From an optimization exercise on the open Yosys and OpenROAD flow, aimed at a short achievable clock period and few clock cycles; shortcuts taken in it are not production practice.
The RTL was checked by simulation tests, not by an equivalence proof against the original design.
Power and IR drop assume default switching activity.

File: flow/constraint.sdc
create_clock -name core_clock -period 5.0 [get_ports {clock}]
set_input_delay 1.0000 -clock core_clock [delete_from_list [all_inputs] [get_ports {clock}]]
set_output_delay 1.0000 -clock core_clock [all_outputs]
set_load 0.01 [all_outputs]
File: flow/design.v
module kustar(clock, clear, mem_addr, mem_wdata, mem_rdata, mem_read, mem_write);
input clock, clear;
output [31:0] mem_addr, mem_wdata;
input [31:0] mem_rdata;
output mem_read, mem_write;
reg [31:0] addr_q;       
reg        mcyc;         
reg        wr_q, rd_q;
reg [31:0] wd_q;
reg [29:0] npc;          
reg        m_lw;         
reg [4:0]  m_rt;
reg        xv;
reg [29:0] ipc;
reg        x_r, x_lw, x_sw, x_beq, x_and, x_or, x_slt, x_sub;
reg [4:0]  x_rs, x_rt, x_rd;
reg [31:0] x_imm;
reg [29:0] x_bt;
reg [31:0] a_q, b_q;
reg        byp_a, byp_b;
reg [31:0] r_q;          
reg [4:0]  r_tag;
reg [31:0] rf [1:31];
wire [31:0] ins = mem_rdata;
wire [5:0]  f_op = ins[31:26];
wire [4:0]  f_rs = ins[25:21];
wire [4:0]  f_rt = ins[20:16];
wire [4:0]  f_rd = ins[15:11];
wire [5:0]  f_fn = ins[5:0];
wire [29:0] fpc  = addr_q[31:2];
wire [29:0] fpc1 = fpc + 30'd1;
wire [29:0] f_bt = fpc1 + {{14{ins[15]}}, ins[15:0]};
wire [29:0] f_jt = {fpc1[29:26], ins[25:0]};
wire        f_isr  = (f_op == 6'd0);
wire        f_islw = (f_op == 6'd35);
wire        f_issw = (f_op == 6'd43);
wire        f_isbeq = (f_op == 6'd4);
wire        f_isj  = (f_op == 6'd2);
wire        f_beqt = f_isbeq && (f_rs == f_rt);
wire [29:0] f_next = f_isj ? f_jt : (f_beqt ? f_bt : fpc1);
wire        xact = xv && !mcyc;
wire [31:0] aeff = byp_a ? r_q : a_q;
wire [31:0] beff = byp_b ? r_q : b_q;
wire        x_mem = x_lw | x_sw;
wire [31:0] opb  = x_mem ? x_imm : beff;
wire [31:0] opbx = x_sub ? ~opb : opb;
wire [32:0] sum  = {1'b0, aeff} + {1'b0, opbx} + {32'd0, x_sub};
wire        ltu  = ~sum[32];
wire [31:0] res  = x_and ? (aeff & beff) :
                   x_or  ? (aeff | beff) :
                   x_slt ? {31'd0, ltu} : sum[31:0];
wire        eq   = (aeff == beff);
wire        go_m = xact && x_mem;
wire        taken = xact && x_beq && eq;
wire        we_x = xact && x_r && (x_rd != 5'd0);
wire        we_m = mcyc && m_lw && (m_rt != 5'd0);
wire        we   = we_x || we_m;
wire [4:0]  wa   = mcyc ? m_rt : x_rd;
wire [31:0] wdat = mcyc ? mem_rdata : res;
wire        ld_ir = !mcyc;            
wire [4:0]  n_rs  = ld_ir ? f_rs : x_rs;
wire [4:0]  n_rt  = ld_ir ? f_rt : x_rt;
wire [4:0]  n_tag = we ? wa : r_tag;
wire        smc   = mcyc && wr_q && xv && (addr_q[31:2] == ipc);
integer i;
always @(posedge clock or posedge clear)
begin
  if (clear) begin
    addr_q <= 0; mcyc <= 0; wr_q <= 0; rd_q <= 1; wd_q <= 0; npc <= 0;
    m_lw <= 0; m_rt <= 0;
    xv <= 0; ipc <= 0; x_r <= 0; x_lw <= 0; x_sw <= 0; x_beq <= 0;
    x_and <= 0; x_or <= 0; x_slt <= 0; x_sub <= 0;
    x_rs <= 0; x_rt <= 0; x_rd <= 0; x_imm <= 0; x_bt <= 0;
    a_q <= 0; b_q <= 0; byp_a <= 0; byp_b <= 0; r_q <= 0; r_tag <= 0;
    for (i = 1; i < 32; i = i + 1) rf[i] <= 0;
  end else begin
    if (we) begin
      rf[wa] <= wdat;
      r_q <= wdat;
      r_tag <= wa;
    end
    byp_a <= (n_rs == n_tag) && (n_rs != 5'd0);
    byp_b <= (n_rt == n_tag) && (n_rt != 5'd0);
    if (mcyc) begin
      mcyc <= 0;
      wr_q <= 0;
      rd_q <= 1;
      if (smc) begin
        addr_q <= {ipc, 2'b00};
        xv <= 0;
      end else
        addr_q <= {npc, 2'b00};
    end else begin
      xv <= !taken;
      ipc <= fpc;
      x_r <= f_isr;
      x_lw <= f_islw;
      x_sw <= f_issw;
      x_beq <= f_isbeq && !f_beqt;
      x_and <= f_isr && (f_fn == 6'b100100);
      x_or  <= f_isr && (f_fn == 6'b100101);
      x_slt <= f_isr && (f_fn == 6'b101010);
      x_sub <= f_isr && ((f_fn == 6'b100010) || (f_fn == 6'b101010));
      x_rs <= f_rs;
      x_rt <= f_rt;
      x_rd <= f_rd;
      x_imm <= {{16{ins[15]}}, ins[15:0]};
      x_bt <= f_bt;
      a_q <= (f_rs == 5'd0) ? 32'd0 : rf[f_rs];
      b_q <= (f_rt == 5'd0) ? 32'd0 : rf[f_rt];
      if (go_m) begin
        mcyc <= 1;
        addr_q <= sum[31:0];
        npc <= f_next;
        wr_q <= x_sw;
        rd_q <= !x_sw;
        wd_q <= beff;
        m_lw <= x_lw;
        m_rt <= x_rt;
      end else if (taken) begin
        addr_q <= {x_bt, 2'b00};
      end else begin
        addr_q <= {f_next, 2'b00};
      end
    end
  end
end
assign mem_addr  = addr_q;
assign mem_wdata = wd_q;
assign mem_write = wr_q;
assign mem_read  = rd_q;
endmodule
File: flow/run.sh
#!/bin/bash
# synth_recipe.tcl (not shown) runs the flow's synth.tcl, then flattens the netlist and writes it again
# the make line also repeats each setting of config.mk as NAME=value (left out here)
make -C /OpenROAD-flow-scripts/flow DESIGN_CONFIG=/design/flow/config.mk WORK_HOME=/design/flow/orfs CLKGATE_MAP_FILE= SYNTH_SCRIPT=/design/flow/synth_recipe.tcl finish
File: flow/config.mk
export PLATFORM = sky130hd
export DESIGN_NAME = kustar
export DESIGN_NICKNAME = kustar
export VERILOG_FILES = /design/flow/design.v
export SDC_FILE = /design/flow/constraint.sdc
export NUM_CORES = 4
export LEC_CHECK = 0
export CAP_MARGIN = 20
export CORE_MARGIN = 2
export CORE_UTILIZATION = 40
export SLEW_MARGIN = 20
==> run_results.csv, run 1 <==
group,metric,value,unit
critical_path,critical_path.slowest_cell,"or4_1",
critical_path,cp.required,5.67,ns
synthesis,netlist_area,66700,um^2
power_and_ir_drop,p_leak,32.8,nW
sta,min_period,4.89,ns
synthesis,ys_seq_elements,1293,
die,rows,149,
critical_path,path_buf_inv,2,
critical_path,critPathMaxFanout,32,
worst_hold_path,hp-class,"register to register",
final_layout,fill_cells,15700,
placement,port_buffers,99,
clock_tree,cts-htree-levels,4,
synthesis,synth_nets,7459,
drt,wirelength,336000,um
die,placeableCoreArea,165000,um^2
sta,slew_headroom,0.104,
power_and_ir_drop,fin_total_pwr,0.0371,W
synthesis,synth_edf_count,0,
clock_tree,clk_pin_slew,0.06,ns
final_layout,final_common_cell,"dfrtp_1",
sta,finalHoldViolCount,0,
global_routing,grt_usage,0.388,
placement,dp_hpwl,216000,um
drt,drtIter0Drc,11700,
power_and_ir_drop,power.internal,0.0227,W
final_layout,final_cell_mix,"1288 x dfrtp_1, 1063 x nand2_1, 864 x o21ai_0",
drt,ant_nets,0,
clock_tree,ctsRootBufferMaster,"clkbuf_16",
placement,gp_congestion,1.02,
critical_path,crit_path_max_incr_delay,0.56,ns
drt,via_per_inst,6.76,
power_and_ir_drop,power_frac_seq,0.346,
placement,dp_slack,0.0255,ns
power_and_ir_drop,comb_power_share,0.349,
sta,fmax,0.205,GHz
final_layout,multi_input_area,32100,um^2
power_and_ir_drop,power.share.clock,0.305,
final_layout,final-seq-area,32400,um^2
final_layout,fin_nets,7544,
sta,setup_ws,0.113,ns
synthesis,ys_warn_count,2,
critical_path,cp_top_family,"compound AO/OA/AOI/OAI gates",
drt,wl_per_cell,34.7,um
power_and_ir_drop,peakVddDrop,404,uV
global_routing,grt_start_max_net_pins,115,
die,die_w,412,um
clock_tree,ctsHoldBuffers,0,
synthesis,async_flop_share,1.00,
global_routing,grt_antenna_before_repair,18,
final_layout,drive_gt1_frac,0.133,
die,die_y,412,um
sta,finalSetupViolations,0,
die,io_pins,100,
critical_path,critPathCaptureType,"register",
power_and_ir_drop,p_switching,0.0144,W
global_routing,grt_overflow,0,
critical_path,crit_top_cell,"a21oi_1",
drt,post-route-drc-count,0,
critical_path,path_cells,"or2_2 -> nor2_1 -> a21oi_1 -> xnor2_1 -> fa_1 -> a21oi_2 -> o22ai_1 -> or4_1 -> a31o_2 -> o41ai_4 -> o21bai_1 -> xnor2_2 -> buf_4 -> o21a_1 -> buf_12 -> a21oi_1",
global_routing,grt_first_pass_wirelength,469000,um
synthesis,synth_ff_type,"dfrtp_1",
drt,via_count,65500,
synthesis,avgSynthCellArea,9.14,um^2
critical_path,worstSetupPathType,"register to register",
synthesis,postSynthCellCount,7291,
synthesis,yosysSeqAreaShare,0.485,
critical_path,cp.arrival,5.55,ns
sta,fin_crit_sh,0.977,
sta,slew_viol_final,0,
clock_tree,cts_buffers,143,
sta,skew,0.0342,ns
die,dieArea,170000,um^2
clock_tree,cts_tree,"built",
final_layout,area_growth,17.2,%
power_and_ir_drop,switching_share,0.388,
outcome,outcome,"timing/DRC/antenna clean",
clock_tree,cts_max_path_buffers,3,
flow_run,maxCapViolCount,0,
global_routing,grt_pass1_vias,61500,
power_and_ir_drop,power.density,475,nW/um^2
clock_tree,clock-sinks,1293,
critical_path,crit_path_start_kind,"register",
clock_tree,clock_latency,0.83,ns
final_layout,final_util,0.473,
drt,drt_pass1_iterations,9,
placement,post-place-cells,9415,
die,start_util,0.404,
final_layout,fin_cells,9684,
sta,tightest_slew,1.34,ns
synthesis,synth_cell_types,92,
-- per-layer routing --
layer,vias up,GRT usage,part of all wire
li1,26900,-,-
met5,-,0.00113,0.00036
met2,5320,0.557,0.41
met3,1734,0.153,0.14
met4,18,0.270,0.088
met1,31500,0.475,0.36
-- logic make-up after synthesis --
logic type | count (synthesis) | synth area share
muxes | 175 | 0.0276
xor gates and xnor gates | 160 | 0.0210
DFF | 1293 | 0.485
buffers and inverters | 754 | 0.0447
AOI/OAI and AO/OA | 2647 | 0.259
and+or+nand+nor | 2128 | 0.137
adders and majority gates | 134 | 0.0254
-- worst register-to-register path: stages (launching register included) --
cell and delay, ns:
dfrtp_1 0.45, or2_2 0.49, nor2_1 0.16, a21oi_1 0.06, xnor2_1 0.18, fa_1 0.46, a21oi_2 0.18, o22ai_1 0.33
or4_1 0.57, a31o_2 0.27, o41ai_4 0.44, o21bai_1 0.20, xnor2_2 0.28, buf_4 0.16, o21a_1 0.21, buf_12 0.21
a21oi_1 0.12
-- registers in the layout, indices dropped and copies added (netlist names), 16 cells and up --
signal	count
rf	992
a_q	32
addr_q	32
b_q	32
r_q	32
wd_q	32
ipc	30
npc	30
x_bt	30
x_imm	16
-- final cells by class --
class	instances	share of cell area
tap	2189	0.0350
inverter	116	0.00562
sequential	1293	0.414
clock inverter	60	0.00989
clock buffer	191	0.0532
antenna	13	0.000416
multi-input combinational	5244	0.411
timing repair buffer	578	0.0710
-- power by group through the flow --
stage | registers, W | clock network, W | logic [W]
after floorplan | 0.0127 | 0 | 0.00743
after global placement | 0.0130 | 0 | 0.0125
after detailed placement | 0.0130 | 0 | 0.0125
after CTS | 0.0128 | 0.0114 | 0.0126
after global routing | 0.0130 | 0.0118 | 0.0137
final | 0.0129 | 0.0113 | 0.0129
-- final timing paths --
path	from	endpoint	slack [ns]	depth (start not counted)
max	x_lw	rf[11][28]	0.11	16
min	npc[13]	npc[13]	0.46	2
max reg2reg	x_lw	rf[11][28]	0.11	16
min reg2reg	npc[13]	npc[13]	0.46	2
max in group asynchronous	clear	rf[14][3]	2.91	3
min in group asynchronous	clear	ipc[21]	1.37	3
-- metrics by stage --
stage | TNS (ns) | area (um^2) | hold slack [ns]
2_1_floorplan | - | 66700 | 0.433
3_3_place_gp | 0 | 73000 | 0.450
3_5_place_dp | 0 | 73100 | 0.452
4_1_cts | 0 | 78000 | 0.465
5_1_grt | -0.00477 | 78100 | 0.496
6_report | 0 | 78200 | 0.464
-- timing repair --
action | CTS | global route
resized for setup | 1 | 2
buffers inserted | 0 | 0
pin swaps | 0 | 0
hold endpoints to repair | 0 | 0
endpoints found under the setup margin | 4 | 32
-- synth_stat cells, types with 17 or more instances --
master / count / share of area
a211oi_1: 47 / 0.0053
a21o_1: 29 / 0.0033
a21oi_1: 433 / 0.033
a221oi_1: 241 / 0.032
a222oi_1: 64 / 0.0096
a22o_1: 241 / 0.032
a22oi_1: 369 / 0.042
and3_1: 17 / 0.0016
buf_1: 46 / 0.0026
buf_2: 49 / 0.0037
clkbuf_1: 525 / 0.030
dfrtp_1: 1292 / 0.48
ha_1: 132 / 0.025
inv_1: 111 / 0.0062
mux2_2: 60 / 0.010
mux2i_1: 113 / 0.017
nand2_1: 1095 / 0.062
nand2b_1: 27 / 0.0025
nand3_1: 122 / 0.0092
nand4_1: 150 / 0.014
nor2_1: 506 / 0.028
nor3_1: 81 / 0.0061
nor4_1: 55 / 0.0052
o211ai_1: 24 / 0.0027
o21ai_0: 865 / 0.065
o21ai_1: 154 / 0.012
o21ai_2: 31 / 0.0041
o221ai_1: 17 / 0.0022
xnor2_1: 107 / 0.014
xor2_1: 53 / 0.0070
Testbench counts, summed over its fixed seeds: cycles 30,712.
==> inputs of run 2 (changes only) <==
--- a/flow/config.mk
+++ b/flow/config.mk
@@ -7,2 +7,3 @@
 export LEC_CHECK = 0
+export ABC_CLOCK_PERIOD_IN_PS = 2000
 export CAP_MARGIN = 20
@@ -10,2 +11,3 @@
 export CORE_UTILIZATION = 40
+export SETUP_SLACK_MARGIN = 2.5
 export SLEW_MARGIN = 20
==> run_results.csv, run 2 <==
group,metric,value,unit
global_routing,grt_antenna_before_repair,18,
power_and_ir_drop,p_switching,0.0198,W
synthesis,synth_edf_count,0,
synthesis,async_flop_share,1.00,
drt,wirelength,378000,um
sta,tightest_slew,1.36,ns
synthesis,post-synth-top-count-cell,"dfrtp_1",
drt,wl_per_cell,36.7,um
drt,post-route-drc-count,0,
clock_tree,clk_pin_slew,0.06,ns
critical_path,cp.required,5.69,ns
worst_hold_path,hp-class,"register to register",
drt,drtIter0Drc,13700,
die,start_util,0.404,
sta,finalSetupTns,0,ns
placement,post-place-cells,9415,
clock_tree,cts_tree,"built",
power_and_ir_drop,p_leak,38.8,nW
sta,slew_viol_final,0,
synthesis,avgSynthCellArea,9.14,um^2
final_layout,fill_cells,14300,
final_layout,final_cell_mix,"1261 x dfrtp_1, 1036 x nand2_1, 691 x buf_4",
final_layout,drive_gt1_frac,0.312,
flow_run,maxCapViolCount,0,
synthesis,netlist_area,66700,um^2
global_routing,grt_overflow,0,
placement,dp_hpwl,216000,um
placement,port_buffers,99,
drt,via_count,72300,
synthesis,synth_nets,7459,
critical_path,reg2regPathDepth,17,
synthesis,synth_top_area_share,0.485,
sta,skew,0.0317,ns
power_and_ir_drop,power_frac_seq,0.267,
sta,finalHoldViolCount,0,
final_layout,fin_cells,10300,
final_layout,final_common_cell,"dfrtp_1",
sta,rsz0062_at_grt,"yes",
clock_tree,cts-htree-levels,4,
power_and_ir_drop,power.share.clock,0.235,
die,die_w,412,um
sta,fmax,0.228,GHz
sta,finalSetupViolations,0,
synthesis,yosys.area.top_type,"dfrtp_1",
placement,gp_congestion,1.02,
final_layout,largest_reg_flops,992,
clock_tree,ctsRootBufferMaster,"clkbuf_16",
drt,drt_pass1_iterations,13,
worst_hold_path,min_path_cells,2,
die,die_y,412,um
sta,slew_headroom,0.0908,
power_and_ir_drop,peakVddDrop,305,uV
synthesis,postSynthCellCount,7291,
critical_path,cp.arrival,5.07,ns
global_routing,grt_start_max_net_pins,115,
die,io_pins,100,
die,rows,149,
final_layout,regMostFlops,"rf",
drt,via_per_inst,7.01,
synthesis,ys_warn_count,2,
global_routing,grt_first_pass_wirelength,472000,um
power_and_ir_drop,switching_share,0.409,
critical_path,critPathCaptureType,"register",
synthesis,synth_common_cells,"1292 x dfrtp_1, 1095 x nand2_1, 865 x o21ai_0",
clock_tree,clock-sinks,1293,
power_and_ir_drop,comb_power_share,0.497,
final_layout,fin_nets,8160,
final_layout,area_growth,37.6,%
synthesis,synth_cell_types,92,
critical_path,worstSetupPathType,"register to register",
drt,ant_nets,0,
synthesis,ys_seq_elements,1293,
power_and_ir_drop,power.internal,0.0286,W
synthesis,synthTopCellsByArea,"dfrtp_1 48%, o21ai_0 6.5%, nand2_1 6.2%",
outcome,outcome,"timing/DRC/antenna clean",
global_routing,grt_usage,0.391,
critical_path,critPathMaxFanout,8,
clock_tree,clock_latency,0.84,ns
sta,fin_crit_sh,0.877,
critical_path,crit_path_start_kind,"register",
global_routing,grt_pass1_vias,61900,
synthesis,synth_ff_type,"dfrtp_1",
sta,min_period,4.39,ns
clock_tree,cts_buffers,143,
die,dieArea,170000,um^2
die,placeableCoreArea,165000,um^2
clock_tree,cts_max_path_buffers,3,
synthesis,yosysSeqAreaShare,0.485,
power_and_ir_drop,power.density,527,nW/um^2
[run 2: cell counts after synthesis]
Identical to the previous run, type by type.
[run 2: path summary, 6_finish.rpt]
kind	from	endpoint	slack, ns
worst max-delay path	byp_b	rf[18][26]	0.61
worst min-delay path	npc[1]	npc[1]	0.47
worst max register to register	byp_b	rf[18][26]	0.61
worst min register to register	npc[1]	npc[1]	0.47
max in group asynchronous	clear	rf[11][30]	2.88
min in group asynchronous	clear	rf[20][10]	1.42
[run 2: per-stage QoR]
step	cell area, um^2	util	setup WS, ns	total power [W]	hold WS (ns)
5_1_grt	91700	0.555	0.507	0.0492	0.471
6_report	91700	0.555	0.613	0.0483	0.472
2_1_floorplan	66700	-	-13.88	0.0202	0.433
3_5_place_dp	73100	0.442	0.0255	0.0255	0.452
3_3_place_gp	73000	0.442	0.0574	0.0254	0.450
4_1_cts	78700	0.477	0.789	0.0374	0.465
[run 2: kinds of logic (layout without fill, tap and decap cells)]
family	after synthesis	in the layout	synth area share
buf+inv	754	1545	0.0447
xor+xnor	160	160	0.0210
simple gates	2128	2141	0.137
compound gates	2647	2650	0.259
mux	175	175	0.0276
other cells	0	21	0
flops	1293	1293	0.485
fa+ha+maj	134	134	0.0254
[run 2: power groups by stage]
stage                     registers [W]  logic (W)  clock network [W]
final                            0.0129     0.0240             0.0114
after global routing             0.0130     0.0244             0.0118
after CTS                        0.0128     0.0132             0.0114
after detailed placement         0.0130     0.0125                  0
after global placement           0.0130     0.0125                  0
after floorplan                  0.0127    0.00743                  0
[run 2: metal layers]
metal / wire length (um) / vias to the layer above / global-route usage / share of wire
met5: 1410 / - / 0.00113 / 0.0037
met4: 38900 / 41 / 0.273 / 0.10
met3: 60900 / 2430 / 0.155 / 0.16
met2: 149000 / 6715 / 0.563 / 0.39
met1: 128000 / 34900 / 0.476 / 0.34
li1: - / 28200 / - / -
[run 2: repair_timing]
item / in CTS / in global routing
pin swaps: 18 / 570
buffers inserted: 31 / 495
hold buffers: 0 / 0
gates resized for setup: 76 / 1915
endpoints found under the setup margin: 1310 / 1321
cloned: 7 / 84
[run 2: critical path: stages (launching register included)]
cell and delay (ns):
dfrtp_2 0.43, mux2i_4 0.32, inv_2 0.08, a211oi_4 0.32, nor2_2 0.09, fa_2 0.38, a21oi_4 0.20, o22ai_4 0.15
or4_4 0.46, a31o_4 0.25, buf_4 0.14, nor3_4 0.24, o31ai_2 0.12, xor2_1 0.22, a22oi_2 0.33, buf_6 0.23
clkbuf_16 0.21, a21oi_2 0.06
[run 2: layout make-up]
cell class / count / area (um^2) / share of cell area
multi-input combinational: 5260 / 37900 / 0.414
sequential: 1293 / 32400 / 0.353
timing repair buffer: 1178 / 13200 / 0.144
clock buffer: 191 / 4160 / 0.0453
tap: 2189 / 2740 / 0.0299
clock inverter: 60 / 773 / 0.00843
inverter: 116 / 439 / 0.00479
antenna: 21 / 52.6 / 0.000573
==> inputs of run 3 (changes only) <==
--- a/flow/config.mk
+++ b/flow/config.mk
@@ -7,7 +7,7 @@
 export LEC_CHECK = 0
-export ABC_CLOCK_PERIOD_IN_PS = 2000
+export ABC_CLOCK_PERIOD_IN_PS = 2500
 export CAP_MARGIN = 20
 export CORE_MARGIN = 2
-export CORE_UTILIZATION = 40
-export SETUP_SLACK_MARGIN = 2.5
+export CORE_UTILIZATION = 50
+export SETUP_SLACK_MARGIN = 2.0
 export SLEW_MARGIN = 20
==> run_results.csv, run 3 <==
group,metric,value,unit
synthesis,yosysSeqAreaShare,0.485,
drt,wl_per_cell,39.9,um
sta,setup_ws,0.628,ns
final_layout,fin_cells,9803,
critical_path,startpoint,"x_lw",
placement,dp_slack,0.244,ns
critical_path,cp.required,5.77,ns
synthesis,synth_ff_type,"dfrtp_1",
clock_tree,clock-sinks,1293,
placement,port_buffers,99,
clock_tree,cts-htree-levels,4,
global_routing,grt_usage,0.530,
synthesis,postSynthCellCount,7291,
placement,gp_congestion,1.02,
power_and_ir_drop,comb_power_share,0.557,
clock_tree,clock_latency,0.84,ns
die,dieArea,136000,um^2
synthesis,synth_top_area_share,0.485,
power_and_ir_drop,power.share.clock,0.206,
drt,drtIter0Drc,15100,
power_and_ir_drop,power_frac_seq,0.237,
clock_tree,cts_tree,"built",
sta,skew,0.0406,ns
clock_tree,ctsRootBufferMaster,"clkbuf_16",
synthesis,async_flop_share,1.00,
synthesis,ys_warn_count,2,
sta,tightest_slew,1.35,ns
clock_tree,clk_pin_slew,0.06,ns
power_and_ir_drop,peakVddDrop,531,uV
worst_hold_path,hold_end,"m_rt[3]",
drt,ant_nets,0,
drt,drt_pass1_iterations,14,
sta,finalSetupTns,0,ns
power_and_ir_drop,power.density,589,nW/um^2
synthesis,avgSynthCellArea,9.14,um^2
critical_path,reg2regPathDepth,16,
synthesis,synth_edf_count,0,
sta,slew_viol_final,0,
clock_tree,ctsHoldBuffers,0,
critical_path,cp.arrival,5.14,ns
critical_path,critPathMaxFanout,13,
final_layout,final_common_cell,"dfrtp_1",
global_routing,grt_antenna_before_repair,26,
synthesis,synth_nets,7459,
final_layout,final_cell_mix,"1268 x dfrtp_1, 1040 x nand2_1, 687 x o21ai_2",
final_layout,area_growth,39.8,%
critical_path,r2r-end,"rf[5][22]",
critical_path,critPathCaptureType,"register",
sta,finalSetupViolations,0,
synthesis,synth_common_cells,"1292 x dfrtp_1, 1095 x nand2_1, 865 x o21ai_0",
die,io_pins,100,
power_and_ir_drop,p_leak,38.4,nW
critical_path,reg2reg_from,"x_lw",
final_layout,drive_gt1_frac,0.357,
worst_hold_path,hold_start,"x_rt[3]",
worst_hold_path,min_path_cells,2,
sta,fin_crit_sh,0.874,
clock_tree,cts_max_path_buffers,3,
synthesis,post-synth-top-count-cell,"dfrtp_1",
die,die_w,369,um
final_layout,largest_reg_flops,992,
die,placeableCoreArea,132000,um^2
critical_path,worstSetupPathType,"register to register",
critical_path,rrSetupSlack,0.63,ns
sta,min_period,4.37,ns
drt,via_count,74300,
placement,post-place-cells,8965,
global_routing,grt_overflow,0,
drt,via_per_inst,7.58,
flow_run,maxCapViolCount,0,
global_routing,grt_start_max_net_pins,154,
worst_hold_path,hp-class,"register to register",
synthesis,synthTopCellsByArea,"dfrtp_1 48%, o21ai_0 6.5%, nand2_1 6.2%",
power_and_ir_drop,power.internal,0.0316,W
drt,post-route-drc-count,0,
die,die_y,369,um
placement,dp_hpwl,215000,um
synthesis,ys_seq_elements,1293,
sta,fmax,0.229,GHz
final_layout,regMostFlops,"rf",
sta,rsz0062_at_grt,"yes",
synthesis,synth_cell_types,92,
critical_path,crit_path_start_kind,"register",
outcome,outcome,"timing/DRC/antenna clean",
power_and_ir_drop,switching_share,0.424,
global_routing,grt_first_pass_wirelength,509000,um
drt,wirelength,391000,um
die,rows,133,
clock_tree,cts_buffers,145,
synthesis,yosys.area.top_type,"dfrtp_1",
die,start_util,0.505,
global_routing,grt_pass1_vias,66700,
sta,finalHoldViolCount,0,
power_and_ir_drop,p_switching,0.0233,W
final_layout,fin_nets,8081,
sta,slew_headroom,0.0976,
synthesis,netlist_area,66700,um^2
-- run 3: cell types whose count changed in the layout (fill, tap and decap cells not counted), sizes merged, moves of 2 or more --
cell	change
dlymetal6s2s	-48
clkinvlp	-4
a31o	-3
clkdlybuf4s50	+68
dlygate4sd2	+4
clkbuf	-7
clkdlybuf4s15	+2
bufinv	-5
clkinv	-5
buf	-73
diode	+3
nor2	-6
-- run 3: cell type report --
type / count / area, um^2
Clock inverter: 47 / 638
Clock buffer: 211 / 4290
Antenna cell: 24 / 60.1
Inverter: 116 / 439
Tap cell: 1755 / 2200
Timing Repair Buffer: 1105 / 13500
Multi-Input combinational cell: 5252 / 39700
Sequential cell: 1293 / 32400
Fill cell: 9836 / 38800
-- run 3: worst max-delay path by stage --
| stage | cells after the start | endpoint |
|---|---|---|
| after floorplan | 1 | a_q[0] |
| after global placement | 11 | addr_q[19] |
| after detailed placement | 15 | rf[8][24] |
| after CTS | 19 | rf[24][28] |
| after global routing | 18 | rf[19][22] |
| final | 16 | rf[5][22] |
-- run 3: cells by family after synthesis --
kind of cell    count (synthesis)  synth area share
compound gates               2647             0.259
simple gates                 2128             0.137
flops                        1293             0.485
buf+inv                       754            0.0447
mux                           175            0.0276
xor+xnor                      160            0.0210
fa+ha+maj                     134            0.0254
-- run 3: critical path, stage by stage, from the launching register on --
cell	delay, ns
dfrtp_1	0.42
or2_4	0.39
nand2b_2	0.29
o21ai_0	0.20
xnor2_1	0.22
ha_2	0.39
a21oi_1	0.23
o21bai_1	0.12
a21oi_2	0.29
nor2_4	0.10
o41ai_4	0.38
buf_6	0.19
xor2_4	0.09
o221ai_2	0.21
o221ai_4	0.32
clkbuf_16	0.34
o21ai_2	0.13
-- run 3: power by group through the flow --
stage                     registers [W]  clock network, W  logic [W]
after floorplan                  0.0127                 0    0.00743
after global placement           0.0130                 0     0.0128
after detailed placement         0.0131                 0     0.0128
after CTS                        0.0129            0.0112     0.0229
after global routing             0.0131            0.0117     0.0308
final                            0.0130            0.0113     0.0306
-- run 3: metrics by stage --
step | power [W] | hold WS [ns] | util | cell area (um^2)
2_1_floorplan | 0.0202 | 0.433 | - | 66700
3_3_place_gp | 0.0258 | 0.447 | 0.549 | 72500
3_5_place_dp | 0.0258 | 0.453 | 0.550 | 72500
4_1_cts | 0.0470 | 0.468 | 0.652 | 86100
5_1_grt | 0.0555 | 0.492 | 0.706 | 93100
6_report | 0.0549 | 0.469 | 0.706 | 93200
-- run 3: metal layers --
layer  up-vias  routed length (um)  track usage
met3      2745               70000        0.288
met1     35900              130000        0.636
li1      28200                   -            -
met2      7455              147000        0.706
met4        46               43100        0.389
met5         -                2030       0.0470
-- run 3: repair_timing --
item,4_1_cts,5_1_grt
endpoints found under the setup margin,1185,1164
setup buffers,285,165
pin swaps,499,619
cloned,64,42
resized for setup,1262,1344

## afterwards: timing with drivers on the ports
How much do the figures lean on ideal ports? The routed layouts below were timed once more, with nothing changed but the port constraints. Step 1 sets driving cells, clkbuf_16 on the clock port and buf_2 on the other inputs (assumed; they add their load-dependent delay and slew). Step 2, shift: input delay + t, output delay - t, t = (earliest + latest rising clock arrival at the registers) / 2. This alone moves slack from input paths to output paths. a / b / c = ideal ports / drivers / drivers and shift; a / b = the first two.
run | t, ns | setup slack, ns | hold WS [ns] | worst setup path at the end | worst register clock-pin slew, ns
run 1 | 0.903 | 0.113 / 0.113 / 0.021 | 0.464 / 0.464 / 0.464 | input to register | 0.07 / 0.07
run 2 | 0.907 | 0.613 / 0.613 / 0.563 | 0.472 / 0.431 / 0.472 | input to register | 0.07 / 0.07
run 3 | 0.902 | 0.628 / 0.628 / 0.628 | 0.469 / 0.469 / 0.469 | register to register | 0.07 / 0.07
After both steps every run listed still meets setup and hold. The setup slack of run 1, which loses most, moves by 0.000 ns with the drivers and by -0.092 ns with both steps.
